Context: an optimization exercise on an open-source flow, tuned for small area and a short achievable clock period. The choices shown serve that exercise and are no tape-out recipe. RTL that was checked went through simulation tests only; none was proved equivalent to the original. No functional check of the RTL was part of runs 3 to 6. No activity file was given, so power comes from the tool's default toggle rates.

`design/flow/run.sh`:
```
#!/bin/bash
# synth_recipe.tcl (not shown) runs the flow's synth.tcl, then flattens the netlist and writes it again
# the make line also repeats each setting of config.mk as NAME=value (left out here)
make -C /OpenROAD-flow-scripts/flow DESIGN_CONFIG=/design/flow/config.mk WORK_HOME=/design/flow/orfs CLKGATE_MAP_FILE= SYNTH_SCRIPT=/design/flow/synth_recipe.tcl finish
```
`design/flow/config.mk`:
```
export PLATFORM = sky130hd
export DESIGN_NAME = project3_frame
export DESIGN_NICKNAME = project3_frame
export VERILOG_FILES = /design/flow/design.v
export SDC_FILE = /design/flow/constraint.sdc
export NUM_CORES = 4
export LEC_CHECK = 0
export CAP_MARGIN = 20
export CORE_MARGIN = 2
export CORE_UTILIZATION = 40
export SETUP_SLACK_MARGIN = 4.5
export SLEW_MARGIN = 20
```
`design/flow/constraint.sdc`:
```
create_clock -name core_clock -period 8.0 [get_ports {CLOCK_50}]
set_input_delay 1.6000 -clock core_clock [delete_from_list [all_inputs] [get_ports {CLOCK_50}]]
set_output_delay 1.6000 -clock core_clock [all_outputs]
set_load 0.01 [all_outputs]
```
`design/flow/design.v`:
```
module project3_frame(
  input        CLOCK_50,
  input        RESET_N,
  input  [3:0] KEY,
  output [6:0] HEX0,
  output [6:0] HEX1,
  output [9:0] LEDR,
  output [13:0] imem_addr,
  input  [31:0] imem_data,
  output [13:0] dmem_addr,
  output [31:0] dmem_wdata,
  output dmem_we,
  output dmem_re,
  input  [31:0] dmem_rdata
);
  wire clk = CLOCK_50;
  wire reset = !RESET_N;
  reg [31:0] pc;
  reg        ab;           
  reg        fl_v;         
  reg [31:0] fl_inst;
  reg [31:0] fl_pcp;       
  reg        sb;           
  reg        d_isbr, d_isjmp, d_rd, d_wr, d_wreg;
  reg [3:0]  d_wregno;
  reg [31:0] d_r1, d_r2, d_pcp;
  reg [15:0] d_imm;
  reg        d_fwd1, d_fwd2;
  reg        d_useimm, d_sub, d_jal;
  reg [1:0]  d_ct;         
  reg [3:0]  d_cls;
  reg        m_rd, m_wr, m_wreg;
  reg [3:0]  m_wregno;
  reg [31:0] m_alu, m_r2;
  reg        w_hexwe, w_ledwe;
  reg [9:0]  w_data;
  reg [7:0]  hex;
  reg [9:0]  ledr;
  reg [31:0] regs [0:15];
  reg [15:0] rvalid;
  localparam C_ZERO = 4'd0, C_ADD = 4'd1, C_CMP = 4'd2, C_AND = 4'd3,
             C_OR = 4'd4, C_XOR = 4'd5, C_NAND = 4'd6, C_NOR = 4'd7,
             C_NXOR = 4'd8, C_SHR = 4'd9, C_SHL = 4'd10, C_JAL = 4'd11;
  wire [31:0] inst_f = imem_data;
  wire f_isbj = (inst_f[31:29] == 3'b001);
  wire f_isbr = (inst_f[31:28] == 4'b0010);
  wire [31:0] pcplus = pc + 32'd4;
  assign imem_addr = pc[15:2];
  wire        br_cond;
  wire [31:0] jt, bt;
  always @(posedge clk or posedge reset) begin
    if (reset) begin
      pc <= 32'h100;
      ab <= 1'b0;
      fl_v <= 1'b0;
    end else begin
      if (!ab) begin
        pc <= pcplus;
        if (f_isbj) ab <= 1'b1;
      end else if (d_isbr || d_isjmp) begin
        if (d_isjmp) pc <= jt;
        else if (br_cond) pc <= bt;
        ab <= f_isbr;
      end
      fl_v <= !(ab && !f_isbr);
    end
  end
  always @(posedge clk) begin
    fl_inst <= inst_f;
    fl_pcp <= pcplus;
  end
  wire [31:0] inst = fl_inst;
  wire v = fl_v;
  wire [5:0] op1 = inst[31:26];
  wire [7:0] op2 = inst[25:18];
  wire [3:0] rd_f = inst[11:8];
  wire [3:0] rs = inst[7:4];
  wire [3:0] rt = inst[3:0];
  wire is_br_d  = v && (inst[31:28] == 4'b0010);
  wire is_jmp_d = v && (inst[31:28] == 4'b0011);
  wire is_lw_d  = v && (op1 == 6'b010010);
  wire is_sw_d  = v && (op1 == 6'b011010);
  wire alur_d   = !v || (op1 == 6'b000000);
  wire writes_rt = is_lw_d || (v && inst[31]) || is_jmp_d;
  wire wr_reg_d = writes_rt || alur_d;
  wire [3:0] wregno_d = writes_rt ? rt : (v ? rd_f : 4'd0);
  reg [3:0] cls_d;
  reg useimm_d, sub_d;
  always @* begin
    cls_d = C_ZERO;
    useimm_d = 1'b0;
    sub_d = 1'b0;
    if (!v) begin
      cls_d = C_ZERO;
    end else if (op1 == 6'b000000) begin
      case (op2)
        8'b00001000, 8'b00001001, 8'b00001010, 8'b00001011: begin cls_d = C_CMP; sub_d = 1'b1; end
        8'b00100000:  cls_d = C_ADD;
        8'b00101000:  begin cls_d = C_ADD; sub_d = 1'b1; end
        8'b00100100:  cls_d = C_AND;
        8'b00100101:   cls_d = C_OR;
        8'b00100110:  cls_d = C_XOR;
        8'b00101100: cls_d = C_NAND;
        8'b00101101:  cls_d = C_NOR;
        8'b00101110: cls_d = C_NXOR;
        8'b00110000: cls_d = C_SHR;
        8'b00110001: cls_d = C_SHL;
        default:   cls_d = C_ZERO;
      endcase
    end else begin
      case (op1)
        6'b010010, 6'b011010, 6'b100000: begin cls_d = C_ADD; useimm_d = 1'b1; end
        6'b100100: begin cls_d = C_AND; useimm_d = 1'b1; end
        6'b100101:  begin cls_d = C_OR;  useimm_d = 1'b1; end
        6'b100110: begin cls_d = C_XOR; useimm_d = 1'b1; end
        6'b001100:  cls_d = C_JAL;
        default:   cls_d = C_ZERO;
      endcase
      if (inst[31:28] == 4'b0010) sub_d = 1'b1;
    end
  end
  wire [31:0] rf1 = rvalid[rs] ? regs[rs] : 32'd0;
  wire [31:0] rf2 = rvalid[rt] ? regs[rt] : 32'd0;
  wire [31:0] rv1 = (m_wreg && m_wregno == rs) ? m_alu : rf1;
  wire [31:0] rv2 = (m_wreg && m_wregno == rt) ? m_alu : rf2;
  always @(posedge clk or posedge reset) begin
    if (reset) begin
      sb <= 1'b0;
      d_isbr <= 1'b0;
      d_isjmp <= 1'b0;
      d_rd <= 1'b0;
      d_wr <= 1'b0;
      d_wreg <= 1'b0;
    end else begin
      d_isbr <= !sb && is_br_d;
      d_isjmp <= !sb && is_jmp_d;
      d_rd <= !sb && is_lw_d;
      d_wr <= !sb && is_sw_d;
      d_wreg <= !sb && wr_reg_d;
      if (!sb) sb <= is_br_d || is_jmp_d;
      else if (d_isbr || d_isjmp) sb <= 1'b0;
    end
  end
  always @(posedge clk) begin
    d_wregno <= wregno_d;
    d_r1 <= rv1;
    d_r2 <= rv2;
    d_pcp <= fl_pcp;
    d_imm <= inst[23:8];
    d_fwd1 <= d_wreg && (d_wregno == rs);
    d_fwd2 <= d_wreg && (d_wregno == rt);
    d_cls <= cls_d;
    d_useimm <= useimm_d;
    d_sub <= sub_d;
    d_ct <= (inst[31:28] == 4'b0010) ? op1[1:0] : op2[1:0];
  end
  wire [31:0] r1 = d_fwd1 ? m_alu : d_r1;
  wire [31:0] r2 = d_fwd2 ? m_alu : d_r2;
  wire [31:0] simm = {{16{d_imm[15]}}, d_imm};
  wire [31:0] bl = d_useimm ? simm : r2;
  wire [31:0] bx = d_isjmp ? {simm[29:0], 2'b00} : bl;
  wire [31:0] sum = r1 + (d_sub ? ~bx : bx) + {31'd0, d_sub};
  wire [31:0] xr = r1 ^ bl;
  wire eq = (xr == 32'd0);
  wire lt = (r1[31] ^ r2[31]) ? r1[31] : sum[31];
  reg cmp;
  always @* begin
    case (d_ct)
      2'd0: cmp = eq;
      2'd1: cmp = lt;
      2'd2: cmp = lt | eq;
      default: cmp = !eq;
    endcase
  end
  wire big = |r2[31:5];
  wire [31:0] shr = big ? 32'd0 : (r1 >> r2[4:0]);
  wire [31:0] shl = big ? 32'd0 : (r1 << r2[4:0]);
  reg [31:0] aluout;
  always @* begin
    case (d_cls)
      C_ADD:  aluout = sum;
      C_CMP:  aluout = {31'd0, cmp};
      C_AND:  aluout = r1 & bl;
      C_OR:   aluout = r1 | bl;
      C_XOR:  aluout = xr;
      C_NAND: aluout = ~(r1 & bl);
      C_NOR:  aluout = ~(r1 | bl);
      C_NXOR: aluout = ~xr;
      C_SHR:  aluout = shr;
      C_SHL:  aluout = shl;
      C_JAL:  aluout = d_pcp;
      default: aluout = 32'd0;
    endcase
  end
  assign br_cond = cmp;
  assign jt = sum;
  assign bt = d_pcp + {simm[29:0], 2'b00};
  always @(posedge clk or posedge reset) begin
    if (reset) begin
      m_rd <= 1'b0;
      m_wr <= 1'b0;
      m_wreg <= 1'b0;
    end else begin
      m_rd <= d_rd;
      m_wr <= d_wr;
      m_wreg <= d_wreg;
    end
  end
  always @(posedge clk) begin
    m_wregno <= d_wregno;
    m_alu <= aluout;
    m_r2 <= r2;
  end
  assign dmem_addr = m_alu[15:2];
  assign dmem_wdata = m_r2;
  assign dmem_we = m_wr;
  assign dmem_re = m_rd;
  wire io_hi = (m_alu[31:8] == 24'hFFFFF0);
  wire [31:0] rdval = (io_hi && m_alu[7:0] == 8'h80) ? {28'd0, ~KEY} : dmem_rdata;
  wire [31:0] wbval = m_rd ? rdval : m_alu;
  integer k;
  always @(posedge clk) begin
    for (k = 0; k < 16; k = k + 1)
      if (m_wreg && m_wregno == k) regs[k] <= wbval;
  end
  always @(posedge clk or posedge reset) begin
    if (reset) begin
      rvalid <= 16'd0;
      w_hexwe <= 1'b0;
      w_ledwe <= 1'b0;
    end else begin
      if (m_wreg) rvalid[m_wregno] <= 1'b1;
      w_hexwe <= m_wr && io_hi && m_alu[7:0] == 8'h00;
      w_ledwe <= m_wr && io_hi && m_alu[7:0] == 8'h20;
    end
  end
  always @(posedge clk) begin
    w_data <= m_r2[9:0];
  end
  always @(posedge clk or posedge reset) begin
    if (reset) begin
      hex <= 8'hAD;
      ledr <= 10'd0;
    end else begin
      if (w_hexwe) hex <= w_data[7:0];
      if (w_ledwe) ledr <= w_data;
    end
  end
  assign HEX0 = {3'b000, hex[3:0]};
  assign HEX1 = {3'b000, hex[7:4]};
  assign LEDR = ledr;
endmodule
```
==> metrics.md, run 1 <==
| Metric | Value |
|---|---|
| Status | `finished clean` |
| CP Launch Point | `d_fwd2$_DFF_P_` |
| Simple-gate share of the synthesized area | `9.94%` |
| Final period utilization | `52.9%` |
| Avg Synthesized Cell Area | `10.6 um^2` |
| Syn Inst Count | `4,146` |
| Post-synth EDFFs | `512` |
| CTS tree | `built` |
| Reg2reg setup slack | `3770 ps` |
| Number of max-cap violations | `0` |
| Drt first pass iters | `8` |
| Worst Clk Skew | `51.6 ps` |
| DR vias | `38,800` |
| Crit path to | `pc[30]$_DFFE_PN0P_` |
| F_max | `236 MHz` |
| Mux share of post-synthesis cell area | `5.82%` |
| CP Data Required Time | `8580 ps` |
| Critical Path Start Type | `flip-flop` |
| FFs w/ async S/R, synth | `9.14%` |
| Post-synth top cells | `edfxtp_1, nand2_1, a22oi_1` |
| Area leader, netlist | `edfxtp_1` |
| Mapped Area | `43,900 um^2` |
| Critical Path, Cell by Cell | `buf_12 > mux2_4 > mux2i_2 > o21ai_1 > xor2_1 > ha_1 > buf_4 > a21oi_2 > and3_1 > a221oi_4 > a211oi_2 > nor3_2 > o31a_1 > buf_8 > a2111oi_2 > nand3_1 > nor3b_1` |
| GPL Wtd Cong | `1.03` |
| Psw | `6.62 mW` |
| Area Growth Syn to Fin | `21.1%` |
| Worst-Skew Late Latency | `720 ps` |
| DRC Markers | `0` |
| Total Routing Usage GR | `34.2%` |
| Die height | `335 um` |
| Most frequent cell after synthesis | `edfxtp_1` |
| Critical Path AT | `4810 ps` |
| Maximum vdd drop | `0.165 mV` |
| Vias per cell | `6.66` |
| YS warnings | `2` |
| Worst-Margin Slew | `1190 ps` |
| Die Area | `112,000 um^2` |
| R2r worst-path depth | `17` |
| WP depth | `17` |
| Final Max Tran Viols | `0` |
| Kind of critical path | `flip-flop to flip-flop` |
| Core ar. | `109,000 um^2` |
| Initial DRC Count | `5,864` |
| Synth Area in Adders | `3.94%` |
| Leak | `19.6 nW` |
| DP HPWL | `125,000 um` |
| Area of the multi-input gates | `21,200 um^2` |
| Row Count | `121` |
| Routed len/inst | `34.1 um` |
| Initial antenna violation count | `3` |
| Compound-Gate Fraction of Synth Area | `21.6%` |
| Fillers | `9,749` |
| Comb power frac | `38.4%` |
| Largest family of logic cells by synthesized area | `compound AO/OA/AOI/OAI gates` |
| FF/Latch Area | `22,900 um^2` |
| Die width | `335 um` |
| Final #Nets | `4,537` |
| Flops & latches, synth | `864` |
| Family with the most delay on the worst path | `compound AO/OA/AOI/OAI gates` |
| PortBufs | `149` |
| Clk sink count | `864` |
| Overflow after GRT | `0` |
| Crit path buffers/inverters | `3` |
| CTS Buffer Depth | `3` |
| Cell Pwr Density | `321 nW/um^2` |
| Root Driver | `clkbuf_16` |
| Xor-xnor portion of the synthesized cell area | `2.55%` |
| Post-synthesis sequential area ratio | `52.0%` |
| Layout cells sized above 1 | `17.6%` |
| Top cell type's share of synthesized area | `35.0%` |
| Vias in the first global route | `36,900` |
| Initial core utilization | `40.3%` |
| Clock network power share | `26.1%` |
| Overall Power | `17.1 mW` |
| Post-route setup TNS | `0 ps` |
| Yosys cell types | `82` |
| CP peak stage delay | `480 ps` |
| Internal | `10.5 mW` |
| CTS buffer count | `93` |
| Largest net degree at the start of global routing | `65` |
| Worst path slowest cell | `a21oi_2` |
| Reg2reg end | `pc[30]$_DFFE_PN0P_` |
| Final setup vio count | `0` |
| First-pass GRT wire length | `274,000 um` |
| # IOs | `156` |
| Crit. End Element | `flip-flop` |
| Worst r2r src | `d_fwd2$_DFF_P_` |
| Post-synth top flop | `edfxtp_1` |
| Sw frac | `38.7%` |
| Crit Path Max Fanout | `11` |
| Final Hold Viols | `0` |
| Fin crit period | `4230 ps` |
| Power share of the sequential group | `35.4%` |
| Clock transition at path regs | `60 ps` |
| H-tree depth | `3` |
| Hold-fix buffers, CTS | `0` |
| Synth top area cells | `edfxtp_1, dfxtp_1, a22oi_1, dfrtp_1, mux2i_1` |
| Post-DRT Antenna Nets | `0` |
| RSZ-0062 raised after global routing | `yes` |
| Min-delay worst type | `flip-flop to flip-flop` |
| Drt total wl | `198,000 um` |
| Worst slew margin | `20.6%` |
[sequential cells by signal, indices dropped and copies added (netlist names), 10 cells and up, named ones only]
name / cells
rvalid: 16
pc: 32
d_r2: 32
d_r1: 32
d_imm: 16
m_alu: 32
w_data: 10
fl_pcp: 32
regs: 512
ledr: 10
m_r2: 32
fl_inst: 32
d_pcp: 32
[worst min path at each step]
stage	slack (ps)	from	endpoint	depth (start not counted)
after floorplan	310	fl_inst[23]$_DFF_P_	d_imm[15]$_DFF_P_	0
after global placement	310	fl_pcp[26]$_DFF_P_	d_pcp[26]$_DFF_P_	0
after detailed placement	310	fl_inst[13]$_DFF_P_	d_imm[5]$_DFF_P_	0
after CTS	330	fl_pcp[30]$_DFF_P_	d_pcp[30]$_DFF_P_	0
after global routing	330	fl_pcp[5]$_DFF_P_	d_pcp[5]$_DFF_P_	0
final	330	fl_pcp[8]$_DFF_P_	d_pcp[8]$_DFF_P_	0
[cells in the final DEF (no fill, tap or decap), types with 19 or more instances in the layout]
cell type	n
o31ai_1	67
a221oi_1	74
nor2_1	142
nand2b_1	20
a21oi_1	186
mux2i_1	134
mux2i_2	20
clkbuf_1	21
clkbuf_16	93
nand4_1	87
o211ai_1	36
o22ai_1	134
ha_1	122
xor2_1	70
dfxtp_1	249
a22oi_1	349
mux2_2	43
a21o_1	46
dfxtp_2	19
inv_1	132
and3_1	30
nand3_1	106
nor2_4	23
nor3_1	20
xnor2_1	39
nor2b_1	20
o21ai_2	25
buf_4	208
a22o_1	66
a211oi_1	23
dfrtp_1	68
edfxtp_1	512
clkdlybuf4s50_1	146
o21ai_0	145
nand2_1	379
o21ai_1	39
[per-stage QoR]
| step | hold WS, ps | util (%) | cells | area [um^2] | setup WS, ps |
|---|---|---|---|---|---|
| global placement | 310 | 43.3 | 5509 | 47100 | 2350 |
| floorplan | 310 | - | 4151 | 44200 | 3980 |
| detailed placement | 312 | 43.3 | 5512 | 47200 | 2340 |
| CTS | 326 | 48.1 | 5791 | 52300 | 3900 |
| finish | 325 | 48.9 | 5827 | 53200 | 3770 |
| global route | 331 | 48.8 | 5825 | 53200 | 3660 |
[routing by layer]
| metal | routed length [um] | vias to the layer above | track usage (%) |
|---|---|---|---|
| met5 | 15 | - | 0 |
| met4 | 16600 | 2 | 23.7 |
| met3 | 22800 | 768 | 8.59 |
| met2 | 86300 | 2937 | 52.2 |
| met1 | 72700 | 18800 | 42.4 |
| li1 | - | 16400 | - |
[what timing repair did]
| item | in CTS | in global routing |
|---|---|---|
| endpoints found under the setup margin | 594 | 142 |
| pin swaps | 42 | 48 |
| buffers inserted | 96 | 31 |
| endpoints found under the hold margin | 0 | 0 |
| gates cloned | 7 | 0 |
| resized for setup | 267 | 116 |
[logic make-up (layout without fill, tap and decap cells)]
kind of cell / Yosys count / after routing
AOI/OAI and AO/OA: 1385 / 1385
and+or+nand+nor: 942 / 945
DFF: 864 / 864
buffers and inverters: 452 / 709
muxes: 237 / 237
adders and majority gates: 137 / 137
xor gates and xnor gates: 128 / 128
other: 1 / 8
[power groups by stage]
stage / clock network (mW) / registers (mW) / logic, mW
5_1_grt: 4.68 / 6.09 / 6.90
3_5_place_dp: 0 / 6.12 / 5.38
3_3_place_gp: 0 / 6.12 / 5.40
2_1_floorplan: 0 / 5.77 / 3.60
4_1_cts: 4.51 / 6.03 / 6.05
6_report: 4.46 / 6.06 / 6.57
[cell type report]
class / count / area share [%]
antenna: 2 / 0.00941
clock buffer: 123 / 4.76
clock inverter: 53 / 1.20
inverter: 137 / 1.02
multi-input combinational: 2838 / 39.8
sequential: 864 / 43.0
tap: 1414 / 3.33
timing repair buffer: 394 / 6.86
timing repair inverter: 2 / 0.0306
==> run 2, diff against run 1 <==
--- a/design/flow/config.mk
+++ b/design/flow/config.mk
@@ -8,5 +8,4 @@
 export CAP_MARGIN = 20
 export CORE_MARGIN = 2
 export CORE_UTILIZATION = 40
-export SETUP_SLACK_MARGIN = 4.5
 export SLEW_MARGIN = 20
==> metrics.md, run 2 <==
| Metric | Value |
|---|---|
| Die width | `335 um (unchanged)` |
| Crit Path Max Fanout | `42 (+31)` |
| Worst Clk Skew | `102 ps (+50.6 ps)` |
| Row Count | `121 (unchanged)` |
| Number of max-cap violations | `0 (unchanged)` |
| Max reg flops | `512 (unchanged)` |
| Fin crit period | `5970 ps (+1740 ps)` |
| Final setup vio count | `0 (unchanged)` |
| Crit path buffers/inverters | `3 (unchanged)` |
| Drt total wl | `194,000 um (-2.1%)` |
| F_max | `168 MHz (-29%)` |
| Critical Path, Cell by Cell | `buf_4 > inv_1 > mux2i_1 > o21ai_0 > xor2_1 > ha_1 > o211ai_1 > a21oi_1 > o211ai_1 > a221oi_1 > a211oi_1 > nor3_2 > o31a_1 > and2_1 > buf_4 > nor2_1 > a22o_1` |
| Crit. End Element | `flip-flop` |
| Post-route setup TNS | `0 ps (unchanged)` |
| Maximum vdd drop | `0.187 mV (+13%)` |
| Commonest non-fill, non-tap cell in the layout | `edfxtp_1` |
| Post-synth top flop | `edfxtp_1` |
| Initial core utilization | `40.3% (unchanged)` |
| RSZ-0062 raised after global routing | `no` |
| Kind of critical path | `flip-flop to flip-flop` |
| DP HPWL | `123,000 um (-1.3%)` |
| Post-synth top cells | `edfxtp_1, nand2_1, a22oi_1` |
| Vias in the first global route | `35,900 (-2.9%)` |
| Worst slew margin | `16.9% (-3.7 points)` |
| Final instance count without filler cells | `5,671 (-2.7%)` |
| FFs w/ async S/R, synth | `9.14% (unchanged)` |
| DR vias | `37,900 (-2.4%)` |
| Hold-fix buffers, CTS | `0 (unchanged)` |
| Final #Nets | `4,391 (-3.2%)` |
| Routed len/inst | `34.3 um (+0.59%)` |
| First-pass GRT wire length | `269,000 um (-1.8%)` |
| Post-CTS Resized | `0 (-100%)` |
| Status | `finished clean` |
| Most frequent cells in the layout | `edfxtp_1, nand2_1, a22oi_1` |
| Initial DRC Count | `6,422 (+9.5%)` |
| Hold Slack | `293 ps (-31.9 ps)` |
| YS warnings | `2 (unchanged)` |
| GPL Wtd Cong | `1.02 (-1.1%)` |
| Drt first pass iters | `8 (unchanged)` |
| Area Growth Syn to Fin | `14.7%` |
| Area leader, netlist | `edfxtp_1` |
| Placed cell count | `5,501 (-0.20%)` |
| Top cell type's share of synthesized area | `35.0% (unchanged)` |
| Die Area | `112,000 um^2 (unchanged)` |
| Syn Inst Count | `4,146 (unchanged)` |
| CTS buffer count | `94 (+1.1%)` |
| Biggest register | `regs` |
| Mapped Area | `43,900 um^2 (unchanged)` |
| Worst-Skew Late Latency | `750 ps (+30 ps)` |
| Clk sink count | `864 (unchanged)` |
| Worst Setup Slack, final | `2030 ps (-1740 ps)` |
| Leak | `18.5 nW (-5.7%)` |
| Post-synthesis sequential area ratio | `52.0% (unchanged)` |
| Setup WS pre-CTS | `2170 ps (-174 ps)` |
| Critical Path AT | `6560 ps (+1750 ps)` |
| Core ar. | `109,000 um^2 (unchanged)` |
| Min-delay worst type | `flip-flop to flip-flop` |
| Layout cells sized above 1 | `10.0% (-7.6 points)` |
| Family with the most delay on the worst path | `compound AO/OA/AOI/OAI gates` |
| Synth top area cells | `edfxtp_1, dfxtp_1, a22oi_1, dfrtp_1, mux2i_1` |
| Setup bufs post-CTS | `0 (-100%)` |
| Fillers | `9,989 (+2.5%)` |
| Final period utilization | `74.6% (+22 points)` |
| Critical Path Start Type | `flip-flop` |
| Root Driver | `clkbuf_16` |
| CP peak stage delay | `710 ps (+230 ps)` |
| Avg Synthesized Cell Area | `10.6 um^2 (unchanged)` |
| Final Util | `46.3% (-2.6 points)` |
| Final Max Tran Viols | `0 (unchanged)` |
| Most frequent cell after synthesis | `edfxtp_1` |
| Vias per cell | `6.69 (+0.33%)` |
| # IOs | `156 (unchanged)` |
| CTS Buffer Depth | `3 (unchanged)` |
| Final Hold Viols | `0 (unchanged)` |
| Die height | `335 um (unchanged)` |
| Largest net degree at the start of global routing | `65 (unchanged)` |
| N_diodes | `0 (-2)` |
| Placed instance area | `47,000 um^2 (-0.36%)` |
| Overall Power | `16.1 mW (-5.6%)` |
| Overflow after GRT | `0 (unchanged)` |
| Post-DRT Antenna Nets | `0 (unchanged)` |
| PortBufs | `149 (unchanged)` |
| Total Routing Usage GR | `33.6% (-0.59 points)` |
| Clock transition at path regs | `60 ps (about the same)` |
| Yosys cell types | `82 (unchanged)` |
| H-tree depth | `3 (unchanged)` |
| Initial antenna violation count | `5 (+2)` |
| Cell Pwr Density | `320 nW/um^2 (-0.31%)` |
| CTS tree | `built` |
| Worst path slowest cell | `inv_1` |
| Final Instance Area | `50,400 um^2 (-5.3%)` |
| DRC Markers | `0 (unchanged)` |
| CP Data Required Time | `8600 ps (+20 ps)` |
| Flops & latches, synth | `864 (unchanged)` |
| Worst-Margin Slew | `1250 ps (+55.8 ps)` |
| Post-synth EDFFs | `512 (unchanged)` |
-- run 2: area by class of cell --
| type | count | area [um^2] | area share (%) |
|---|---|---|---|
| sequential | 864 | 22800 | 45.3 |
| multi-input combinational | 2835 | 19700 | 39.2 |
| clock inverter | 55 | 749 | 1.49 |
| timing repair buffer | 252 | 2260 | 4.49 |
| inverter | 137 | 517 | 1.03 |
| clock buffer | 114 | 2520 | 5.00 |
| tap | 1414 | 1770 | 3.51 |
-- run 2: worst paths after layout --
check	startpoint	to	slack, ps	cells past startpoint
max	d_useimm$_SDFF_PP0_	pc[12]$_DFFE_PN0P_	2030	17
min	fl_inst[8]$_DFF_P_	d_imm[0]$_DFF_P_	290	0
max reg2reg	d_useimm$_SDFF_PP0_	pc[12]$_DFFE_PN0P_	2030	17
min reg2reg	fl_inst[8]$_DFF_P_	d_imm[0]$_DFF_P_	290	0
max in group asynchronous	RESET_N	rvalid[6]$_DFFE_PN0P_	5940	2
min in group asynchronous	RESET_N	pc[6]$_DFFE_PN0P_	920	1
-- run 2: cells by family (layout without fill, tap and decap cells) --
family,Yosys count,in the layout,share of synthesized area (%)
DFF,864,864,52.0
xor gates and xnor gates,128,128,2.55
and+or+nand+nor,942,942,9.94
other,1,6,0.00854
muxes,237,237,5.82
AOI/OAI and AO/OA,1385,1385,21.6
adders and majority gates,137,137,3.94
buffers and inverters,452,558,4.21
-- run 2: power breakdown --
part | switching, mW | leakage, nW | internal (mW) | total, mW
clock | 1.97 | 1.57 | 2.63 | 4.60
sequential | 0.660 | 7.92 | 5.40 | 6.06
combinational | 3.57 | 8.99 | 1.91 | 5.48
-- run 2: per-layer routing --
layer | wire length [um] | GRT usage [%]
met5 | 0 | 0
met4 | 15900 | 23.0
met3 | 22600 | 7.81
met2 | 84000 | 51.0
met1 | 71800 | 42.5
==> run 3, diff against run 2 <==
--- a/design/flow/design.v
+++ b/design/flow/design.v
@@ -119,8 +119,18 @@
       if (inst[31:28] == 4'b0010) sub_d = 1'b1;
     end
   end
-  wire [31:0] rf1 = rvalid[rs] ? regs[rs] : 32'd0;
-  wire [31:0] rf2 = rvalid[rt] ? regs[rt] : 32'd0;
+  wire [15:0] sel1 = rvalid & (16'd1 << rs);
+  wire [15:0] sel2 = rvalid & (16'd1 << rt);
+  reg [31:0] rf1, rf2;
+  integer j;
+  always @* begin
+    rf1 = 32'd0;
+    rf2 = 32'd0;
+    for (j = 0; j < 16; j = j + 1) begin
+      rf1 = rf1 | ({32{sel1[j]}} & regs[j]);
+      rf2 = rf2 | ({32{sel2[j]}} & regs[j]);
+    end
+  end
   wire [31:0] rv1 = (m_wreg && m_wregno == rs) ? m_alu : rf1;
   wire [31:0] rv2 = (m_wreg && m_wregno == rt) ? m_alu : rf2;
   always @(posedge clk or posedge reset) begin
--- a/design/flow/config.mk
+++ b/design/flow/config.mk
@@ -8,4 +8,5 @@
 export CAP_MARGIN = 20
 export CORE_MARGIN = 2
 export CORE_UTILIZATION = 40
+export SETUP_SLACK_MARGIN = 4.5
 export SLEW_MARGIN = 20
==> metrics.md, run 3 <==
| Metric | Value |
|---|---|
| Status | `finished clean` |
| Final setup vio count | `0 (unchanged)` |
| Row Count | `121 (unchanged)` |
| Initial core utilization | `40.4% (about the same)` |
| Drt total wl | `196,000 um (+0.75%)` |
| Min-delay worst type | `flip-flop to flip-flop` |
| DRC Markers | `0 (unchanged)` |
| Worst-Margin Slew | `1160 ps (-89.6 ps)` |
| CP Data Required Time | `8580 ps (-20 ps)` |
| Most frequent cells in the layout | `edfxtp_1, nand2_1, a22oi_1` |
| Worst Clk Skew | `88.6 ps (-13.6 ps)` |
| Final #Nets | `4,517 (+2.9%)` |
| F_max | `245 MHz (+46%)` |
| Worst slew margin | `22.8% (+6.0 points)` |
| Overflow after GRT | `0 (unchanged)` |
| Yosys cell types | `82 (unchanged)` |
| Number of max-cap violations | `0 (unchanged)` |
| Fin crit period | `4080 ps (-1890 ps)` |
| Post-DRT Antenna Nets | `0 (unchanged)` |
| Clk sink count | `864 (unchanged)` |
| YS warnings | `2 (unchanged)` |
| Crit Path Max Fanout | `9 (-79%)` |
| Initial antenna violation count | `5 (unchanged)` |
| Hold_sp | `d_wr$_DFF_PN0_` |
| Top cell type's share of synthesized area | `35.0% (about the same)` |
| Vias in the first global route | `36,900 (+2.9%)` |
| Mapped Area | `44,000 um^2 (about the same)` |
| Post-route setup TNS | `0 ps (unchanged)` |
| Syn Inst Count | `4,185 (+0.94%)` |
| Post-synthesis sequential area ratio | `51.9% (about the same)` |
| Area leader, netlist | `edfxtp_1` |
| Crit. End Element | `flip-flop` |
| CTS buffer count | `94 (unchanged)` |
| Die height | `335 um (about the same)` |
| Total Routing Usage GR | `33.8% (+0.21 points)` |
| DP HPWL | `122,000 um (-1.1%)` |
| Post-synth top cells | `edfxtp_1, nand2_1, nor2_1` |
| Post-synth EDFFs | `512 (unchanged)` |
| Final Max Tran Viols | `0 (unchanged)` |
| First-pass GRT wire length | `271,000 um (+0.84%)` |
| Avg Synthesized Cell Area | `10.5 um^2 (-0.84%)` |
| H-tree depth | `3 (unchanged)` |
| Min-Delay Endpoint | `m_wr$_DFF_PN0_` |
| CTS Buffer Depth | `3 (unchanged)` |
| Biggest register | `regs` |
| Clock transition at path regs | `60 ps (about the same)` |
| Layout cells sized above 1 | `16.5% (+6.5 points)` |
| Final period utilization | `51.0% (-24 points)` |
| Initial DRC Count | `5,488 (-15%)` |
| Drt first pass iters | `6 (-2)` |
| Worst r2r src | `d_fwd2$_DFF_P_` |
| Critical Path AT | `4660 ps (-1900 ps)` |
| Post-synth top flop | `edfxtp_1` |
| Critical Path Start Type | `flip-flop` |
| Root Driver | `clkbuf_16` |
| CTS tree | `built` |
| Cell Pwr Density | `346 nW/um^2 (+8.0%)` |
| Maximum vdd drop | `0.196 mV (+4.4%)` |
| GPL Wtd Cong | `1.03 (+1.5%)` |
| Hold Slack | `307 ps (+13.8 ps)` |
| Worst Setup Slack, final | `3920 ps (+1890 ps)` |
| Max reg flops | `512 (unchanged)` |
| Largest net degree at the start of global routing | `65 (unchanged)` |
| Leak | `19.9 nW (+7.6%)` |
| PortBufs | `149 (unchanged)` |
| Core ar. | `109,000 um^2 (unchanged)` |
| Commonest non-fill, non-tap cell in the layout | `edfxtp_1` |
| Die width | `335 um (about the same)` |
| Hold-fix buffers, CTS | `0 (unchanged)` |
| RSZ-0062 raised after global routing | `yes` |
| Setup WS pre-CTS | `2760 ps (+586 ps)` |
| FFs w/ async S/R, synth | `9.14% (unchanged)` |
| Worst-Skew Late Latency | `730 ps (-20 ps)` |
| Area Growth Syn to Fin | `19.8%` |
| Flops & latches, synth | `864 (unchanged)` |
| Most frequent cell after synthesis | `edfxtp_1` |
| Routed len/inst | `33.7 um (-1.6%)` |
| # IOs | `156 (unchanged)` |
| R2r worst-path depth | `17 (unchanged)` |
| DR vias | `38,100 (+0.59%)` |
| Reg2reg setup slack | `3920 ps (+1890 ps)` |
| Kind of critical path | `flip-flop to flip-flop` |
| Reg2reg end | `pc[6]$_DFFE_PN0P_` |
| Final Hold Viols | `0 (unchanged)` |
| Die Area | `113,000 um^2 (about the same)` |
| Synth top area cells | `edfxtp_1, dfxtp_1, a22oi_1, dfrtp_1, ha_1` |
| Vias per cell | `6.57 (-1.8%)` |
| Worst hold stages | `0 (unchanged)` |
run 3: kinds of logic (layout without fill, tap and decap cells):
| logic type | Yosys count | after routing | share of synthesized area, % |
|---|---|---|---|
| AO/OA/AOI/OAI | 1335 | 1335 | 21.2 |
| AND/OR/NAND/NOR | 1021 | 1022 | 10.6 |
| flip-flops | 864 | 864 | 51.9 |
| other | 1 | 9 | 0.00853 |
| buffers and inverters | 472 | 671 | 4.37 |
| multiplexers | 225 | 225 | 5.37 |
| adder cells (fa/ha/maj) | 138 | 138 | 3.96 |
| XOR/XNOR | 129 | 129 | 2.57 |
run 3: layout make-up:
cell class | instances | area, um^2
Fill cell | 9827 | 56200
Sequential cell | 864 | 22900
Multi-Input combinational cell | 2855 | 20700
Timing Repair Buffer | 355 | 3600
Clock buffer | 130 | 2640
Tap cell | 1414 | 1770
Clock inverter | 46 | 546
Inverter | 139 | 534
Timing Repair inverter | 1 | 7.51
Antenna cell | 3 | 7.51
run 3: repair_timing:
action,in CTS,in global routing
setup buffers,80,4
pin swaps,75,22
cloned,17,0
resized for setup,275,58
endpoints found under the setup margin,479,194
run 3: how the worst max path moves through the flow:
stage                              start                 end  slack (ps)  cells past startpoint
after CTS                 d_fwd2$_DFF_P_  pc[20]$_DFFE_PN0P_        4060                     17
after floorplan           d_fwd2$_DFF_P_  pc[22]$_DFFE_PN0P_        4080                     21
after global placement    d_fwd2$_DFF_P_   pc[1]$_DFFE_PN0P_        2820                     18
final                     d_fwd2$_DFF_P_   pc[6]$_DFFE_PN0P_        3920                     17
after detailed placement  d_fwd2$_DFF_P_   pc[1]$_DFFE_PN0P_        2760                     18
after global routing      d_fwd2$_DFF_P_  pc[21]$_DFFE_PN0P_        3800                     17
run 3: report_power, final:
group	switching, mW	internal (mW)	total [mW]
sequential	0.635	5.43	6.07
combinational	4.71	2.99	7.70
clock	1.91	2.55	4.46
total	7.25	11.0	18.2
run 3: routing by layer:
layer	vias to the layer above	part of all wire (%)	track usage [%]
met3	737	12	8.64
met2	2800	44	52.7
met5	-	0.014	0
met4	4	7.7	22.2
li1	16100	-	-
met1	18500	36	41.4
run 3: stage by stage:
step | total power [mW] | std cells | util [%] | instance area, um^2
floorplan | 10.0 | 4190 | - | 44200
global placement | 12.5 | 5523 | 43.0 | 46900
detailed placement | 12.4 | 5524 | 43.1 | 46900
CTS | 17.8 | 5797 | 48.0 | 52300
global route | 18.8 | 5804 | 48.4 | 52600
finish | 18.2 | 5807 | 48.4 | 52600
run 3: worst max-delay path, cell delays in order, from the launching register on:
cell	delay [ps]
dfxtp_4	450
buf_12	170
mux2_4	370
mux2i_4	180
o21ai_0	130
xnor2_1	160
ha_1	400
or2_2	340
o31ai_2	100
a31oi_4	70
o21ai_4	280
nor3_2	80
o21a_1	220
o2111ai_2	260
and3_4	320
buf_12	170
a21oi_1	50
o22a_1	200
==> run 4, diff against run 3 <==
--- a/design/flow/config.mk
+++ b/design/flow/config.mk
@@ -5,6 +5,7 @@
 export SDC_FILE = /design/flow/constraint.sdc
 export NUM_CORES = 4
 export LEC_CHECK = 0
+export ABC_AREA = 1
 export CAP_MARGIN = 20
 export CORE_MARGIN = 2
 export CORE_UTILIZATION = 40
==> metrics.md, run 4 <==
| Metric | Value |
|---|---|
| CP Data Required Time | `8500 ps (-80 ps)` |
| Initial antenna violation count | `9 (+4)` |
| Initial core utilization | `40.3% (-0.079 points)` |
| Min-delay worst type | `flip-flop to flip-flop` |
| Layout cells sized above 1 | `17.3% (+0.75 points)` |
| Mapped Area | `44,600 um^2 (+1.5%)` |
| Largest net degree at the start of global routing | `64 (-1.5%)` |
| Comb power frac | `44.4% (+2.2 points)` |
| Avg Synthesized Cell Area | `8.94 um^2 (-15%)` |
| Critical Path AT | `4220 ps (-440 ps)` |
| DRC Markers | `0 (unchanged)` |
| Initial DRC Count | `6,683 (+22%)` |
| Area Growth Syn to Fin | `23.6%` |
| Sw frac | `41.9% (+2.1 points)` |
| CP peak stage delay | `760 ps (+310 ps)` |
| Die width | `338 um (+0.72%)` |
| H-tree depth | `3 (unchanged)` |
| Worst-Margin Slew | `1160 ps (+1.13 ps)` |
| Core ar. | `111,000 um^2 (+1.7%)` |
| Row Count | `122 (+0.83%)` |
| Psw | `7.97 mW (+9.9%)` |
| Critical Path, Cell by Cell | `inv_1 > nor3_1 > nand3_1 > inv_6 > a221oi_1 > nand3_1 > nor4_1 > a21oi_1` |
| Final setup vio count | `0 (unchanged)` |
| Post-synthesis sequential area ratio | `51.2% (-0.75 points)` |
| Internal | `11.1 mW (+0.68%)` |
| Vias in the first global route | `40,100 (+8.7%)` |
| Final period utilization | `46.6% (-4.5 points)` |
| Drt first pass iters | `7 (+1)` |
| Worst Setup Slack, final | `4280 ps (+357 ps)` |
| M3 GR Usage | `9.90% (+1.3 points)` |
| Flops & latches, synth | `864 (unchanged)` |
| Max reg flops | `512 (unchanged)` |
| Synth top area cells | `edfxtp_1, dfxtp_1, nand2_1, inv_1, o21ai_0` |
| Total Routing Usage GR | `36.3% (+2.5 points)` |
| F_max | `269 MHz (+9.6%)` |
| Post-synth top flop | `edfxtp_1` |
| CTS Buffer Depth | `3 (unchanged)` |
| Crit-path most repeated cell | `nand3_1` |
| YS warnings | `2 (unchanged)` |
| Final Hold Viols | `0 (unchanged)` |
| Setup WS pre-CTS | `2860 ps (+104 ps)` |
| Biggest register | `regs` |
| CTS buffer count | `94 (unchanged)` |
| Overflow after GRT | `0 (unchanged)` |
| Final #Nets | `5,519 (+22%)` |
| Area leader, netlist | `edfxtp_1` |
| Number of max-cap violations | `0 (unchanged)` |
| Top cell type's share of synthesized area | `34.5% (-0.51 points)` |
| Hold-fix buffers, CTS | `0 (unchanged)` |
| # IOs | `156 (unchanged)` |
| Cell Pwr Density | `345 nW/um^2 (-0.36%)` |
| Post-synth EDFFs | `512 (unchanged)` |
| Leak | `22.3 nW (+12%)` |
| Worst-Skew Late Latency | `740 ps (about the same)` |
| Worst path slowest cell | `nand3_1` |
| Kind of critical path | `flip-flop to flip-flop` |
| Syn Inst Count | `4,988 (+19%)` |
| Vias per cell | `6.26 (-4.7%)` |
| Critical Path Start Type | `flip-flop` |
| Die height | `338 um (+0.72%)` |
| Most frequent cell after synthesis | `nand2_1` |
| GPL Wtd Cong | `1.03 (about the same)` |
| Worst Clk Skew | `77.1 ps (-11.5 ps)` |
| Clk sink count | `864 (unchanged)` |
| Routed len/inst | `30.9 um (-8.4%)` |
| Status | `finished clean` |
| Clock network power share | `23.9% (-0.6 points)` |
| Clock transition at path regs | `70 ps (about the same)` |
| Post-DRT Antenna Nets | `0 (unchanged)` |
| Final Max Tran Viols | `0 (unchanged)` |
| First-pass GRT wire length | `294,000 um (+8.1%)` |
| M2 GR Usage | `54.7% (+2.0 points)` |
| PortBufs | `149 (unchanged)` |
| Fin crit period | `3720 ps (-357 ps)` |
| Worst slew margin | `22.5% (-0.35 points)` |
| Drt total wl | `213,000 um (+8.7%)` |
| Met1 global-route usage | `45.9% (+4.4 points)` |
| Commonest non-fill, non-tap cell in the layout | `nand2_1` |
| DR vias | `43,100 (+13%)` |
| Post-route setup TNS | `0 ps (unchanged)` |
| Power share of the sequential group | `31.6% (-1.7 points)` |
| DP HPWL | `138,000 um (+13%)` |
| Yosys cell types | `68 (-17%)` |
| RSZ-0062 raised after global routing | `yes` |
| CTS tree | `built` |
| Root Driver | `clkbuf_16` |
| FFs w/ async S/R, synth | `9.14% (unchanged)` |
| Crit. End Element | `flip-flop` |
| Die Area | `114,000 um^2 (+1.5%)` |
| Maximum vdd drop | `0.232 mV (+19%)` |
| Crit Path Max Fanout | `27 (+18)` |
| Most frequent cells in the layout | `nand2_1, inv_1, edfxtp_1` |
| Post-synth top cells | `nand2_1, inv_1, edfxtp_1` |
| Layer with the highest usage | `met2` |
## run 4: power by group through the flow
stage / Clock [mW] / Combinational [mW] / Sequential [mW]
after floorplan: 0 / 4.10 / 5.81
after global placement: 0 / 6.51 / 6.07
after detailed placement: 0 / 6.50 / 6.07
after CTS: 4.57 / 7.62 / 5.99
after global routing: 4.75 / 8.90 / 6.07
final: 4.55 / 8.45 / 6.02
## run 4: stage by stage
step	std cells	power [mW]	utilization, %	instance area [um^2]	hold slack [ps]
after floorplan	4993	9.90	-	44600	310
after global placement	6513	12.6	43.5	48100	311
after detailed placement	6513	12.6	43.5	48100	312
after CTS	6815	18.2	48.6	53800	326
after global routing	6882	19.7	49.8	55100	331
final	6889	19.0	49.8	55100	325
## run 4: kinds of logic (layout without fill, tap and decap cells)
kind of cell	after synthesis	in the layout	share of synthesized area (%)
AOI/OAI and AO/OA	1277	1277	18.0
DFF	864	864	51.2
and+or+nand+nor	1711	1718	16.5
buffers and inverters	874	1267	7.85
adders and majority gates	137	137	3.88
other	1	14	0.00841
muxes	32	32	0.771
xor gates and xnor gates	92	92	1.81
## run 4: area by class of cell
type	instances	area, um^2
antenna	8	20.0
fill	10400	55500
timing repair buffer	475	4530
clock inverter	50	614
sequential	864	22900
clock buffer	127	2600
tap	1488	1860
inverter	615	2430
multi-input combinational	3262	20200
## run 4: per-layer routing
metal	part of all wire, %	vias to the layer above
li1	-	18300
met1	36	20600
met2	42	3362
met3	13	904
met4	8.3	4
met5	0.011	-
## run 4: path summary, 6_finish.rpt
| kind | startpoint | end | slack, ps | cells past startpoint |
|---|---|---|---|---|
| max | fl_inst[0]$_DFF_P_ | d_r2[17]$_DFF_P_ | 4280 | 8 |
| min | fl_pcp[9]$_DFF_P_ | d_pcp[9]$_DFF_P_ | 330 | 0 |
| max reg2reg | fl_inst[0]$_DFF_P_ | d_r2[17]$_DFF_P_ | 4280 | 8 |
| min reg2reg | fl_pcp[9]$_DFF_P_ | d_pcp[9]$_DFF_P_ | 330 | 0 |
| max in group asynchronous | RESET_N | m_rd$_DFF_PN0_ | 5980 | 2 |
| min in group asynchronous | RESET_N | rvalid[15]$_DFFE_PN0P_ | 900 | 1 |
## run 4: critical path, delay by kind of cell (launching register included)
family / cells / cell delay (ps)
buffers and inverters: 2 / 880
DFF: 1 / 450
and+or+nand+nor: 4 / 1340
AOI/OAI and AO/OA: 2 / 860
## run 4: what timing repair did
action,CTS,global route
pin swaps,76,67
setup buffers,107,64
endpoints found under the hold margin,0,0
setup endpoints to repair,125,117
cloned,18,2
resized for setup,338,192
==> run 5, diff against run 4 <==
--- a/design/flow/design.v
+++ b/design/flow/design.v
@@ -23,10 +23,9 @@
   reg        sb;           
   reg        d_isbr, d_isjmp, d_rd, d_wr, d_wreg;
   reg [3:0]  d_wregno;
-  reg [31:0] d_r1, d_r2, d_pcp;
-  reg [15:0] d_imm;
-  reg        d_fwd1, d_fwd2;
-  reg        d_useimm, d_sub, d_jal;
+  reg [31:0] d_r1, d_r2, d_b, d_y;
+  reg        d_fwd1, d_fwd2, d_fwdb;
+  reg        d_sub;
   reg [1:0]  d_ct;         
   reg [3:0]  d_cls;
   reg        m_rd, m_wr, m_wreg;
@@ -151,28 +150,33 @@
       else if (d_isbr || d_isjmp) sb <= 1'b0;
     end
   end
+  wire [31:0] simm_d = {{16{inst[23]}}, inst[23:8]};
+  wire useb_imm = useimm_d || is_jmp_d;
+  wire [31:0] immx_d = is_jmp_d ? {simm_d[29:0], 2'b00} : simm_d;
+  wire [31:0] b_d = useb_imm ? immx_d : (sub_d ? ~rv2 : rv2);
+  wire [31:0] y_d = fl_pcp + ((inst[31:28] == 4'b0010) ? {simm_d[29:0], 2'b00} : 32'd0);
+  wire hit2 = d_wreg && (d_wregno == rt);
   always @(posedge clk) begin
     d_wregno <= wregno_d;
     d_r1 <= rv1;
     d_r2 <= rv2;
-    d_pcp <= fl_pcp;
-    d_imm <= inst[23:8];
+    d_b <= b_d;
+    d_y <= y_d;
     d_fwd1 <= d_wreg && (d_wregno == rs);
-    d_fwd2 <= d_wreg && (d_wregno == rt);
+    d_fwd2 <= hit2;
+    d_fwdb <= hit2 && !useb_imm;
     d_cls <= cls_d;
-    d_useimm <= useimm_d;
     d_sub <= sub_d;
     d_ct <= (inst[31:28] == 4'b0010) ? op1[1:0] : op2[1:0];
   end
   wire [31:0] r1 = d_fwd1 ? m_alu : d_r1;
-  wire [31:0] r2 = d_fwd2 ? m_alu : d_r2;
-  wire [31:0] simm = {{16{d_imm[15]}}, d_imm};
-  wire [31:0] bl = d_useimm ? simm : r2;
-  wire [31:0] bx = d_isjmp ? {simm[29:0], 2'b00} : bl;
-  wire [31:0] sum = r1 + (d_sub ? ~bx : bx) + {31'd0, d_sub};
-  wire [31:0] xr = r1 ^ bl;
-  wire eq = (xr == 32'd0);
-  wire lt = (r1[31] ^ r2[31]) ? r1[31] : sum[31];
+  wire [31:0] r2 = d_fwd2 ? m_alu : d_r2;               
+  wire [31:0] b  = d_fwdb ? (m_alu ^ {32{d_sub}}) : d_b;  
+  wire [32:0] sum_c = {r1, 1'b1} + {b, d_sub};
+  wire [31:0] sum = sum_c[32:1];
+  wire [31:0] xr = r1 ^ b;
+  wire eq = &xr;                                        
+  wire lt = (r1[31] ^ ~b[31]) ? r1[31] : sum[31];
   reg cmp;
   always @* begin
     case (d_ct)
@@ -182,29 +186,29 @@
       default: cmp = !eq;
     endcase
   end
-  wire big = |r2[31:5];
-  wire [31:0] shr = big ? 32'd0 : (r1 >> r2[4:0]);
-  wire [31:0] shl = big ? 32'd0 : (r1 << r2[4:0]);
+  wire big = |b[31:5];
+  wire [31:0] shr = big ? 32'd0 : (r1 >> b[4:0]);
+  wire [31:0] shl = big ? 32'd0 : (r1 << b[4:0]);
   reg [31:0] aluout;
   always @* begin
     case (d_cls)
       C_ADD:  aluout = sum;
       C_CMP:  aluout = {31'd0, cmp};
-      C_AND:  aluout = r1 & bl;
-      C_OR:   aluout = r1 | bl;
+      C_AND:  aluout = r1 & b;
+      C_OR:   aluout = r1 | b;
       C_XOR:  aluout = xr;
-      C_NAND: aluout = ~(r1 & bl);
-      C_NOR:  aluout = ~(r1 | bl);
+      C_NAND: aluout = ~(r1 & b);
+      C_NOR:  aluout = ~(r1 | b);
       C_NXOR: aluout = ~xr;
       C_SHR:  aluout = shr;
       C_SHL:  aluout = shl;
-      C_JAL:  aluout = d_pcp;
+      C_JAL:  aluout = d_y;
       default: aluout = 32'd0;
     endcase
   end
   assign br_cond = cmp;
   assign jt = sum;
-  assign bt = d_pcp + {simm[29:0], 2'b00};
+  assign bt = d_y;
   always @(posedge clk or posedge reset) begin
     if (reset) begin
       m_rd <= 1'b0;
--- a/design/flow/config.mk
+++ b/design/flow/config.mk
@@ -5,7 +5,6 @@
 export SDC_FILE = /design/flow/constraint.sdc
 export NUM_CORES = 4
 export LEC_CHECK = 0
-export ABC_AREA = 1
 export CAP_MARGIN = 20
 export CORE_MARGIN = 2
 export CORE_UTILIZATION = 40
==> metrics.md, run 5 <==
| Metric | Value |
|---|---|
| Worst slew margin | `16.3% (-6.2 points)` |
| Post-synthesis sequential area ratio | `51.0% (-0.15 points)` |
| Worst-Margin Slew | `1250 ps (+94.0 ps)` |
| CTS Buffer Depth | `3 (unchanged)` |
| Status | `finished clean` |
| Final #Nets | `4,648 (-16%)` |
| H-tree depth | `3 (unchanged)` |
| GPL Wtd Cong | `1.10 (+6.3%)` |
| CP Data Required Time | `8560 ps (+60 ps)` |
| Total Routing Usage GR | `32.7% (-3.5 points)` |
| DP HPWL | `125,000 um (-9.9%)` |
| Final Hold Viols | `0 (unchanged)` |
| Min-delay worst type | `flip-flop to flip-flop` |
| Initial core utilization | `40.3% (about the same)` |
| CTS buffer count | `93 (-1.1%)` |
| Critical Path Start Type | `flip-flop` |
| Initial DRC Count | `6,674 (-0.13%)` |
| Synth top area cells | `edfxtp_1, dfxtp_1, a22oi_1, dfrtp_1, mux2i_1` |
| CP peak stage delay | `440 ps (-320 ps)` |
| Worst Clk Skew | `55.0 ps (-22.1 ps)` |
| Area Growth Syn to Fin | `20.4%` |
| Maximum vdd drop | `0.192 mV (-17%)` |
| Commonest non-fill, non-tap cell in the layout | `edfxtp_1` |
| Family with the most delay on the worst path | `compound AO/OA/AOI/OAI gates` |
| Final period utilization | `66.2% (+20 points)` |
| Setup WS pre-CTS | `1660 ps (-1200 ps)` |
| Die Area | `116,000 um^2 (+1.7%)` |
| Clock transition at path regs | `60 ps (about the same)` |
| Leak | `19.9 nW (-11%)` |
| Final setup vio count | `0 (unchanged)` |
| Worst path slowest cell | `fa_2` |
| Number of max-cap violations | `0 (unchanged)` |
| Yosys cell types | `88 (+29%)` |
| DRC Markers | `0 (unchanged)` |
| Syn Inst Count | `4,358 (-13%)` |
| Critical Path AT | `5860 ps (+1640 ps)` |
| Drt first pass iters | `7 (unchanged)` |
| RSZ-0062 raised after global routing | `yes` |
| Crit path buffers/inverters | `3 (+1)` |
| CTS tree | `built` |
| Max reg flops | `512 (unchanged)` |
| Worst-Skew Late Latency | `720 ps (-20 ps)` |
| Post-synth top flop | `edfxtp_1` |
| Cell Pwr Density | `327 nW/um^2 (-5.2%)` |
| Area leader, netlist | `edfxtp_1` |
| Clk sink count | `880 (+1.9%)` |
| Post-synth EDFFs | `512 (unchanged)` |
| Crit. End Element | `flip-flop` |
| Most frequent cells in the layout | `edfxtp_1, nor2_1, a22oi_1` |
| DR vias | `40,000 (-7.2%)` |
| Worst Setup Slack, final | `2710 ps (-1570 ps)` |
| First-pass GRT wire length | `276,000 um (-6.2%)` |
| Crit Path Max Fanout | `7 (-74%)` |
| YS warnings | `2 (unchanged)` |
| Largest net degree at the start of global routing | `66 (+3.1%)` |
| Layout cells sized above 1 | `18.1% (+0.87 points)` |
| Most frequent cell after synthesis | `edfxtp_1` |
| F_max | `189 MHz (-30%)` |
| # IOs | `156 (unchanged)` |
| Vias per cell | `6.62 (+5.7%)` |
| Hold-fix buffers, CTS | `0 (unchanged)` |
| Overflow after GRT | `0 (unchanged)` |
| Flops & latches, synth | `880 (+1.9%)` |
| Drt total wl | `198,000 um (-6.8%)` |
| Initial antenna violation count | `11 (+2)` |
| Row Count | `123 (+0.82%)` |
| Kind of critical path | `flip-flop to flip-flop` |
| FFs w/ async S/R, synth | `8.98% (-0.17 points)` |
| Die width | `341 um (+0.84%)` |
| Fin crit period | `5290 ps (+1570 ps)` |
| Post-DRT Antenna Nets | `0 (unchanged)` |
| Post-synth top cells | `edfxtp_1, nor2_1, a22oi_1` |
| PortBufs | `149 (unchanged)` |
| Root Driver | `clkbuf_16` |
| Critical Path, Cell by Cell | `mux2_4 > fa_2 > a211oi_4 > nor2_2 > o31ai_4 > a211oi_4 > o41a_1 > a221o_1 > a21o_1 > a221o_1 > a21o_1 > fa_2 > inv_2 > o21ai_2 > a31o_2 > o311ai_4 > nand2_4 > buf_6 > buf_6 > mux2_4 > o22ai_2 > a31oi_1` |
| Mapped Area | `45,400 um^2 (+1.7%)` |
| Post-route setup TNS | `0 ps (unchanged)` |
| Final Max Tran Viols | `0 (unchanged)` |
| Biggest register | `regs` |
| Top cell type's share of synthesized area | `33.9% (-0.58 points)` |
| Core ar. | `112,000 um^2 (+1.7%)` |
| Routed len/inst | `32.8 um (+6.1%)` |
| Die height | `341 um (+0.84%)` |
| Vias in the first global route | `37,500 (-6.6%)` |
| Avg Synthesized Cell Area | `10.4 um^2 (+16%)` |
==> run 5: final timing paths <==
check / endpoint / slack [ps] / from / cells past startpoint
worst min register to register: d_y[0]$_DFF_P_ / 320 / fl_pcp[0]$_DFF_P_ / 0
worst min-delay path: d_y[0]$_DFF_P_ / 320 / fl_pcp[0]$_DFF_P_ / 0
max in group asynchronous: pc[2]$_DFFE_PN0P_ / 6000 / RESET_N / 2
min in group asynchronous: rvalid[8]$_DFFE_PN0P_ / 770 / RESET_N / 1
worst max-delay path: pc[28]$_DFFE_PN0P_ / 2710 / d_fwd1$_DFF_P_ / 22
worst max register to register: pc[28]$_DFFE_PN0P_ / 2710 / d_fwd1$_DFF_P_ / 22
==> run 5: logic make-up (layout without fill, tap and decap cells) <==
family | Yosys count | in the layout | synth area share [%]
AO/OA/AOI/OAI | 1351 | 1351 | 21.0
AND/OR/NAND/NOR | 1097 | 1099 | 11.2
flip-flops | 880 | 880 | 51.0
buffers and inverters | 520 | 704 | 4.88
multiplexers | 239 | 239 | 5.78
XOR/XNOR | 161 | 161 | 3.11
adder cells (fa/ha/maj) | 109 | 109 | 3.06
other | 1 | 9 | 0.00827
==> run 5: metrics by stage <==
step | cell area (um^2) | utilization (%) | cells | total power [mW] | hold WS [ps]
floorplan | 45600 | - | 4363 | 9.71 | 310
global placement | 48300 | 42.9 | 5744 | 12.0 | 312
detailed placement | 48300 | 42.9 | 5744 | 12.0 | 318
CTS | 53400 | 47.5 | 6002 | 17.1 | 320
global route | 54600 | 48.5 | 6050 | 18.4 | 329
finish | 54600 | 48.5 | 6052 | 17.9 | 321
==> run 5: repair_timing <==
item,in CTS,in global routing
endpoints found under the setup margin,609,100
resized for setup,295,168
pin swaps,45,57
hold endpoints to repair,0,0
setup buffers,76,42
cloned,7,4
==> run 5: layout make-up <==
cell class | count | area [um^2]
clock inverters | 50 | 562
inverters | 134 | 533
clock buffers | 125 | 2600
diodes | 3 | 7.51
repair buffers | 395 | 3760
flip-flops and latches | 880 | 23200
fillers | 10100 | 57900
well taps | 1500 | 1880
multi-input cells | 2965 | 22100
==> run 5: per-layer routing <==
layer	track usage [%]	wire length, um	vias to the layer above
met4	19.7	14500	4
met1	40.7	71800	19400
met5	0	18	-
met3	9.15	24900	779
li1	-	-	16700
met2	50.8	87100	3170
==> run 5: report_power, final <==
group | internal, mW | switching, mW
Clock | 2.60 | 1.91
Combinational | 2.70 | 4.55
Sequential | 5.52 | 0.593
Total | 10.8 | 7.06
==> run 6, diff against run 5 <==
--- a/design/flow/config.mk
+++ b/design/flow/config.mk
@@ -5,6 +5,7 @@
 export SDC_FILE = /design/flow/constraint.sdc
 export NUM_CORES = 4
 export LEC_CHECK = 0
+export ABC_AREA = 1
 export CAP_MARGIN = 20
 export CORE_MARGIN = 2
 export CORE_UTILIZATION = 40
==> metrics.md, run 6 <==
| Metric | Value |
|---|---|
| Status | `finished clean` |
| Min-delay worst type | `flip-flop to flip-flop` |
| Row Count | `125 (+1.6%)` |
| Area of the multi-input gates | `21,100 um^2 (-4.4%)` |
| Critical Path AT | `4350 ps (-1510 ps)` |
| Final setup vio count | `0 (unchanged)` |
| Vias per cell | `6.18 (-6.6%)` |
| Worst path slowest cell | `dfxtp_4` |
| Total Routing Usage GR | `36.8% (+4.1 points)` |
| Crit Path Max Fanout | `8 (+1)` |
| Worst hold stages | `0 (unchanged)` |
| Leak | `23.7 nW (+19%)` |
| Max reg flops | `512 (unchanged)` |
| Worst-Skew Late Latency | `740 ps (+20 ps)` |
| Family with the most delay on the worst path | `buffers and inverters` |
| CP peak stage delay | `440 ps (about the same)` |
| Initial antenna violation count | `12 (+1)` |
| FFs w/ async S/R, synth | `8.98% (unchanged)` |
| Final Hold Viols | `0 (unchanged)` |
| Die height | `346 um (+1.5%)` |
| Most frequent cell after synthesis | `nand2_1` |
| F_max | `266 MHz (+41%)` |
| Root Driver | `clkbuf_16` |
| Biggest register | `regs` |
| CTS Buffer Depth | `3 (unchanged)` |
| Critical Path, Cell by Cell | `buf_12 > buf_16 > buf_4 > xnor2_1 > nand2_1 > o21ai_0 > buf_4 > inv_1 > ha_1 > inv_1 > o21ai_0 > a41o_1 > fa_2 > o21ai_2 > nand2_2 > nand3_2 > nand2_4 > buf_12 > buf_12 > a211oi_2 > a22oi_1` |
| Synth top area cells | `edfxtp_1, dfxtp_1, nand2_1, nand3_1, inv_1` |
| Fin crit period | `3760 ps (-1530 ps)` |
| Hold-fix buffers, CTS | `0 (unchanged)` |
| Number of max-cap violations | `0 (unchanged)` |
| Maximum vdd drop | `0.189 mV (-1.3%)` |
| Syn Inst Count | `5,539 (+27%)` |
| Cell Pwr Density | `305 nW/um^2 (-6.9%)` |
| Yosys cell types | `77 (-13%)` |
| CP Data Required Time | `8590 ps (+30 ps)` |
| PortBufs | `149 (unchanged)` |
| Post-DRT Antenna Nets | `0 (unchanged)` |
| FF/Latch Area | `23,200 um^2 (about the same)` |
| Flops & latches, synth | `880 (unchanged)` |
| DR vias | `45,900 (+15%)` |
| Crit. End Element | `flip-flop` |
| Worst slew margin | `18.0% (+1.7 points)` |
| GPL Wtd Cong | `1.01 (-7.8%)` |
| Routed len/inst | `30.9 um (-5.8%)` |
| Final period utilization | `47.0% (-19 points)` |
| DRC Markers | `0 (unchanged)` |
| WP depth | `21 (-4.5%)` |
| Crit-path most repeated cell | `buf_12` |
| H-tree depth | `3 (unchanged)` |
| Drt total wl | `229,000 um (+16%)` |
| CTS buffer count | `97 (+4.3%)` |
| Critical Path Start Type | `flip-flop` |
| Layout cells sized above 1 | `14.8% (-3.4 points)` |
| Fillers | `11,100 (+9.7%)` |
| Drt first pass iters | `7 (unchanged)` |
| Post-synth top flop | `edfxtp_1` |
| Crit path buffers/inverters | `8 (+5)` |
| Final Max Tran Viols | `0 (unchanged)` |
| Clock transition at path regs | `60 ps (about the same)` |
| Kind of critical path | `flip-flop to flip-flop` |
| Largest net degree at the start of global routing | `69 (+4.5%)` |
| Post-synth top cells | `nand2_1, inv_1, nand3_1` |
| Hold Slack | `331 ps (+10.5 ps)` |
| Overall Power | `17.3 mW (-3.1%)` |
| Die width | `346 um (+1.5%)` |
| Commonest non-fill, non-tap cell in the layout | `nand2_1` |
| Area Growth Syn to Fin | `21.6%` |
| Core ar. | `116,000 um^2 (+3.2%)` |
| Final #Nets | `5,997 (+29%)` |
| # IOs | `156 (unchanged)` |
| Reg2reg setup slack | `4240 ps (+1530 ps)` |
| Top cell type's share of synthesized area | `32.9% (-0.99 points)` |
| Initial DRC Count | `7,683 (+15%)` |
| Die Area | `120,000 um^2 (+3.0%)` |
| Overflow after GRT | `0 (unchanged)` |
| Post-synth EDFFs | `512 (unchanged)` |
| Worst Clk Skew | `69.6 ps (+14.6 ps)` |
| Initial core utilization | `40.3% (-0.058 points)` |
| Worst-Margin Slew | `1220 ps (-30.8 ps)` |
| Final Util | `48.9% (+0.40 points)` |
| R2r worst-path depth | `21 (-4.5%)` |
| DP HPWL | `151,000 um (+21%)` |
| Post-synthesis sequential area ratio | `49.5% (-1.5 points)` |
| Avg Synthesized Cell Area | `8.43 um^2 (-19%)` |
| Clk sink count | `880 (unchanged)` |
| Most frequent cells in the layout | `nand2_1, inv_1, nand3_1` |
| YS warnings | `2 (unchanged)` |
| CTS tree | `built` |
| First-pass GRT wire length | `315,000 um (+14%)` |
| Vias in the first global route | `42,200 (+13%)` |
| Mapped Area | `46,700 um^2 (+3.0%)` |
| Area leader, netlist | `edfxtp_1` |
| RSZ-0062 raised after global routing | `yes` |
| Post-route setup TNS | `0 ps (unchanged)` |
[run 6: worst paths after layout]
kind / start / to
max: d_sub$_DFF_P_ / pc[7]$_DFFE_PN0P_
min: fl_pcp[1]$_DFF_P_ / d_y[1]$_DFF_P_
max reg2reg: d_sub$_DFF_P_ / pc[7]$_DFFE_PN0P_
min reg2reg: fl_pcp[1]$_DFF_P_ / d_y[1]$_DFF_P_
max in group asynchronous: RESET_N / m_rd$_DFF_PN0_
min in group asynchronous: RESET_N / ledr[7]$_DFFE_PN0P_
[run 6: where the power goes]
part | internal (mW) | leakage, nW | switching, mW | total (mW)
registers | 5.50 | 7.52 | 0.535 | 6.04
clock network | 2.42 | 1.50 | 1.99 | 4.40
logic | 2.29 | 14.7 | 4.58 | 6.87
total | 10.2 | 23.7 | 7.10 | 17.3
[run 6: final cells by class]
type | instances | share of cell area, %
clock buffer | 120 | 4.55
timing repair inverter | 2 | 0.0639
multi-input combinational | 3631 | 37.1
tap | 1524 | 3.36
sequential | 880 | 40.8
clock inverter | 59 | 0.943
antenna | 7 | 0.0308
timing repair buffer | 452 | 8.01
inverter | 754 | 5.10
[run 6: kinds of logic (layout without fill, tap and decap cells)]
group	after synthesis	in the layout	share of synthesized area, %
simple gates	2301	2303	21.3
other cells	1	13	0.00803
xor+xnor	100	100	1.87
compound gates	1095	1095	14.6
fa+ha+maj	109	109	2.97
mux	18	18	0.434
flops	880	880	49.5
buf+inv	1035	1387	9.27
[run 6: per-layer routing]
metal	vias to the layer above	wire, um	global-route usage, %
met5	-	110	0
met4	10	19700	25.7
met3	910	28900	10.1
met2	3655	96700	55.0
met1	21700	83900	46.1
li1	19600	-	-
[run 6: per-stage QoR]
stage / cell area, um^2 / instances / setup WS (ps)
6_report: 56800 / 7429 / 4240
3_3_place_gp: 49900 / 7067 / 2340
3_5_place_dp: 49900 / 7067 / 2280
4_1_cts: 55400 / 7348 / 4290
2_1_floorplan: 46900 / 5544 / 4520
5_1_grt: 56800 / 7422 / 4150
[run 6: timing repair]
action | in CTS | in global routing
buffers inserted | 85 | 69
endpoints found under the setup margin | 114 | 103
pin swaps | 55 | 73
gates resized for setup | 281 | 200
gates cloned | 17 | 5

==> what the ideal ports hide <==
How much do the figures lean on ideal ports? The routed layouts below were timed once more, with nothing changed but the port constraints. Step 1 (the two cells are an assumption about what drives the block):
set clk [get_ports {CLOCK_50}]
set_driving_cell -lib_cell sky130_fd_sc_hd__clkbuf_16 $clk
set_driving_cell -lib_cell sky130_fd_sc_hd__buf_2 [delete_from_list [all_inputs] $clk]
Step 2 adds t to the input delays and takes it off the output delays; t is the mean of the earliest and latest rising clock arrival at the registers after step 1. Input paths then give back, and output paths get back, about the clock's delay inside the block. Three values: no drivers, after step 1, after step 2; two values: the first two.
| run | t, ns | setup WS [ns] | hold WS [ns] | latest minus earliest clock arrival (ns) | worst register clock-pin slew, ns |
|---|---|---|---|---|---|
| run 1 | 0.776 | 3.770 / 3.770 / 3.770 | 0.325 / 0.325 / 0.325 | 0.051 / 0.051 | 0.07 / 0.07 |
| run 2 | 0.776 | 2.033 / 2.033 / 2.033 | 0.293 / 0.293 / 0.293 | 0.114 / 0.113 | 0.07 / 0.07 |
| run 3 | 0.758 | 3.919 / 3.919 / 3.919 | 0.307 / 0.307 / 0.307 | 0.091 / 0.091 | 0.07 / 0.07 |
| run 4 | 0.774 | 4.276 / 4.276 / 4.276 | 0.325 / 0.325 / 0.325 | 0.077 / 0.077 | 0.07 / 0.07 |
| run 5 | 0.770 | 2.705 / 2.705 / 2.705 | 0.321 / 0.321 / 0.321 | 0.055 / 0.055 | 0.07 / 0.07 |
| run 6 | 0.773 | 4.236 / 4.236 / 4.236 | 0.331 / 0.331 / 0.331 | 0.081 / 0.081 | 0.07 / 0.07 |
After both steps every run listed still meets setup and hold.
